Background: an optimization exercise with open tools, aiming at small area and a short achievable clock period. Do not read the settings as production practice. In this exercise RTL edits were held to simulation tests only and were not proved equivalent to the original.

Setup of run A:
// cubic_fixed
module cubic_fixed #(
    parameter int WID     = 16,    
    parameter int FBITS   = 8      
)(
    input  logic                        clk,
    input  logic                        rst,
    input  logic signed [WID-1:0]       x,
    input  logic signed [WID-1:0]       a0,
    input  logic signed [WID-1:0]       a1,
    input  logic signed [WID-1:0]       a2,
    output logic signed [WID-1:0]       y
);
Size in the first run: about 130 flip-flops, roughly 82 I/O pins, about 0.025 mm^2 of cells after synthesis.
export LEC_CHECK = 0
export ABC_AREA = 1
export CAP_MARGIN = 5
export CORE_MARGIN = 2
export CORE_UTILIZATION = 40
export SLEW_MARGIN = 5
export SYNTH_HIERARCHICAL = 1
create_clock -name core_clock -period 15.0 [get_ports {clk}]
standard.sh (not shown) runs the stock make flow with config.mk's settings and CLKGATE_MAP_FILE= SYNTH_SCRIPT=/design/flow/synth_recipe.tcl, a recipe that flattens the netlist after the stock synthesis.
==> flow/flow/run.sh <==
#!/bin/bash
# Standard ORFS layout (the standard.sh) with two changes:
#  - port buffers use buf_1 instead of the default delay-buffer cell;
#  - timing repair (after floorplan, CTS and global routing) aims for
#    9 ns of setup slack at the 15 ns clock, so the resizer sizes the
#    critical paths.  The SDC (clock period, I/O delays, load) is unchanged.
# Each ORFS step writes its own log under orfs/logs/; make's output goes to
# standard.log.
set -euo pipefail
export BUFFER_PORTS_ARGS="-buffer_cell sky130_fd_sc_hd__buf_1"
export SETUP_SLACK_MARGIN=9
bash standard.sh > standard.log 2>&1
The final layout from run A, which completed every stage, passed the timing, design-rule and antenna checks at the end of the flow.
Modified inputs, run B compared to run A
==> flow/flow/run.sh <==
#!/bin/bash
# Standard ORFS layout (the standard.sh) with two changes:
#  - port buffers use buf_1 instead of the default delay-buffer cell;
#  - timing repair (after floorplan, CTS and global routing) aims for
#    10 ns of setup slack at the 15 ns clock, so the resizer sizes the
#    critical paths.  The SDC (clock period, I/O delays, load) is unchanged.
# Each ORFS step writes its own log under orfs/logs/; make's output goes to
# standard.log.
set -euo pipefail
export BUFFER_PORTS_ARGS="-buffer_cell sky130_fd_sc_hd__buf_1"
export SETUP_SLACK_MARGIN=10
bash standard.sh > standard.log 2>&1
-- flow/config.mk --
<<< run A, line 7
export LEC_CHECK = 0
export ABC_AREA = 1
export CAP_MARGIN = 5
export CORE_MARGIN = 2
export CORE_UTILIZATION = 40
export SLEW_MARGIN = 5
export SYNTH_HIERARCHICAL = 1
>>> run B, line 7
export LEC_CHECK = 0
export ABC_AREA = 1
export CAP_MARGIN = 20
export CORE_MARGIN = 2
export CORE_UTILIZATION = 40
export SLEW_MARGIN = 20
export SYNTH_HIERARCHICAL = 1
==> summary.txt <==
- What run B reported for number of fillers in the final layout has to be multiplied by 1.12 to get the figure for run A.
- Run B: done, clean on timing, DRC and antenna
- Looking at global-route usage across run A and run B, the one that comes out lower is run A.
- Run B vs run A on number of cells in the design after placement: run B is the lower one.
- Run B vs. run A: synthesized area per cell has remained practically unchanged; critical path depth increased by 2 relative to the old numbers; routed length on met2 grew by about 12%.
diff inputs: run B => run C
==> flow/flow/run.sh <==
#!/bin/bash
# Standard ORFS layout (the standard.sh) with two changes:
#  - port buffers use buf_1 instead of the default delay-buffer cell;
#  - timing repair (after floorplan, CTS and global routing) aims for
#    9 ns of setup slack at the 15 ns clock, so the resizer sizes the
#    critical paths.  The SDC (clock period, I/O delays, load) is unchanged.
# Each ORFS step writes its own log under orfs/logs/; make's output goes to
# standard.log.
set -euo pipefail
export BUFFER_PORTS_ARGS="-buffer_cell sky130_fd_sc_hd__buf_1"
export SETUP_SLACK_MARGIN=9
bash standard.sh > standard.log 2>&1
-- flow/config.mk --
<<< run B, line 10
export CORE_MARGIN = 2
export CORE_UTILIZATION = 40
export SLEW_MARGIN = 20
export SYNTH_HIERARCHICAL = 1
>>> run C, line 10
export CORE_MARGIN = 2
export CORE_UTILIZATION = 40
export CTS_BUF_LIST = sky130_fd_sc_hd__clkbuf_4 sky130_fd_sc_hd__clkbuf_8
export SLEW_MARGIN = 20
export SYNTH_HIERARCHICAL = 1
Run C vs. run B: HPWL reported at the end of detailed placement lower.
Run C: fraction of layout cells with a size suffix above 1 is 20 points lower than what run B reported.
Per the comparison of run C with run B, portion of the clock cycle consumed by the worst path in the final layout grew by 0.68 points; routed wire length shrank by 8.0%.
Run C ended up with x[1] as its critical path startpoint; run B ended up with x[7].
[run C] area taken by multi-input logic gates fell about 12% relative to run B
Run B → run C: worst setup slack went down; design area went down; non-clock buffer count went down.
Setup changes, run C to run D
-- flow/config.mk --
<<< run C, line 9
export CAP_MARGIN = 20
export CORE_MARGIN = 2
export CORE_UTILIZATION = 40
export CTS_BUF_LIST = sky130_fd_sc_hd__clkbuf_4 sky130_fd_sc_hd__clkbuf_8
export SLEW_MARGIN = 20
export SYNTH_HIERARCHICAL = 1
>>> run D, line 9
export CAP_MARGIN = 20
export CORE_MARGIN = 2
export CORE_UTILIZATION = 55
export GPL_ROUTABILITY_DRIVEN = 0
export SLEW_MARGIN = 20
export SYNTH_HIERARCHICAL = 1
Notes after the runs:
Run D: no failed stages, no open violations at the end
Sequential cell area in the final layout of run D is on par with run C.
Taking run D as 1.0, run C lands at 0.924 on average wire length per cell after detail routing.
Run D vs run C: design area up in run D
Diff run C and run D: number of fill cells in the layout lower in run D
Against run C, run D comes in 5.3% lower on routed metal-1 wirelength.
In run D the overall die area turned out 0.017 mm^2 lower than in run C.
Of run D and run C, it is run D that has the higher overall fraction of global-route tracks in use.
Run D leaves less setup margin than run C.
Of run C and run D, the run reporting the lower number of gates on the worst path with buffers counted was run D.
Share of the cycle needed by the critical path after routing: run D vs run C — no meaningful difference
Setup changes, run D to run E
==> flow/flow/run.sh <==
#!/bin/bash
# Standard ORFS layout (the standard.sh) with two changes:
#  - port buffers use buf_1 instead of the default delay-buffer cell;
#  - timing repair (after floorplan, CTS and global routing) aims for
#    9.25 ns of setup slack at the 15 ns clock, so the resizer sizes the
#    critical paths.  The SDC (clock period, I/O delays, load) is unchanged.
# Each ORFS step writes its own log under orfs/logs/; make's output goes to
# standard.log.
set -euo pipefail
export BUFFER_PORTS_ARGS="-buffer_cell sky130_fd_sc_hd__buf_1"
export SETUP_SLACK_MARGIN=9.25
bash standard.sh > standard.log 2>&1
-- flow/config.mk --
<<< run D, line 9
export CAP_MARGIN = 20
export CORE_MARGIN = 2
export CORE_UTILIZATION = 55
export GPL_ROUTABILITY_DRIVEN = 0
export SLEW_MARGIN = 20
export SYNTH_HIERARCHICAL = 1
>>> run E, line 9
export CAP_MARGIN = 20
export CORE_MARGIN = 2
export CORE_UTILIZATION = 40
export SLEW_MARGIN = 20
export SYNTH_HIERARCHICAL = 1
- The setup slack of run E is larger than that of run D.
- As far as area share of and/or/nand/nor cells after synthesis goes, run D and run E are indistinguishable; the numbers are identical.
- Run E and run D ended up with nearly the same clock network latency to the later pin of the worst-skew pair.
- Per the comparison of run E with run D, arithmetic-cell share of the synthesized area counting full adders, half adders and majority gates held steady, initial antenna violation count decreased 2, met2 routed wirelength lower, routed metal-1 wire length picked up an extra 4.4%.
- For register area, run D and run E come out practically identical.
#### Input delta (run F over run E)
==> flow/flow/run.sh <==
#!/bin/bash
# Standard ORFS layout (the standard.sh) with two changes:
#  - port buffers use buf_1 instead of the default delay-buffer cell;
#  - timing repair (after floorplan, CTS and global routing) aims for
#    8.5 ns of setup slack at the 15 ns clock, so the resizer sizes the
#    critical paths.  The SDC (clock period, I/O delays, load) is unchanged.
# Each ORFS step writes its own log under orfs/logs/; make's output goes to
# standard.log.
set -euo pipefail
export BUFFER_PORTS_ARGS="-buffer_cell sky130_fd_sc_hd__buf_1"
export SETUP_SLACK_MARGIN=8.5
bash standard.sh > standard.log 2>&1
==> comparison <==
- Of run F and run E, the run reporting the lower met3 wire length was run F.
- Run F ended with less global-route wire length before repair than run E.
- Diff run F..run E | number of buffers added by the clock tree synthesis step | unchanged
- Run F vs. run E: worst setup slack before clock tree synthesis went down by 0.33 ns.
- Going from run E to run F, setup slack -0.44 ns; fraction of met3 tracks used by global routing -0.75 points.

## re-timing with driven ports
In the flow no input, the clock included, has a driving cell. The finished layouts below were timed again as built, in two steps.
Step 1, drivers: a clkbuf_16 drives clk and a buf_2 each remaining input, both assumed.
Step 2 adds t to the input delays and takes it off the output delays; t is the mean of the earliest and latest rising clock arrival at the registers after step 1. Input paths then give back, and output paths get back, about the clock's delay inside the block.
a / b / c = ideal / step 1 / step 2; a / b = the first two.
run	t (ns)	setup WS [ns]	worst slew at a driven data input, ns
run A	0.532	9.133 / 9.155 / 8.623	0.08
run B	0.537	9.255 / 9.257 / 8.720	0.13
run C	0.587	9.153 / 9.173 / 8.604	0.08
run D	0.524	9.149 / 9.181 / 8.657	0.08
run E	0.535	9.208 / 9.245 / 8.710	0.07
run F	0.540	8.768 / 8.800 / 8.261	0.08
After both steps every run listed still meets setup and hold. For run C, which loses most, drivers alone change the setup slack by +0.020 ns; drivers and shift together by -0.549 ns.
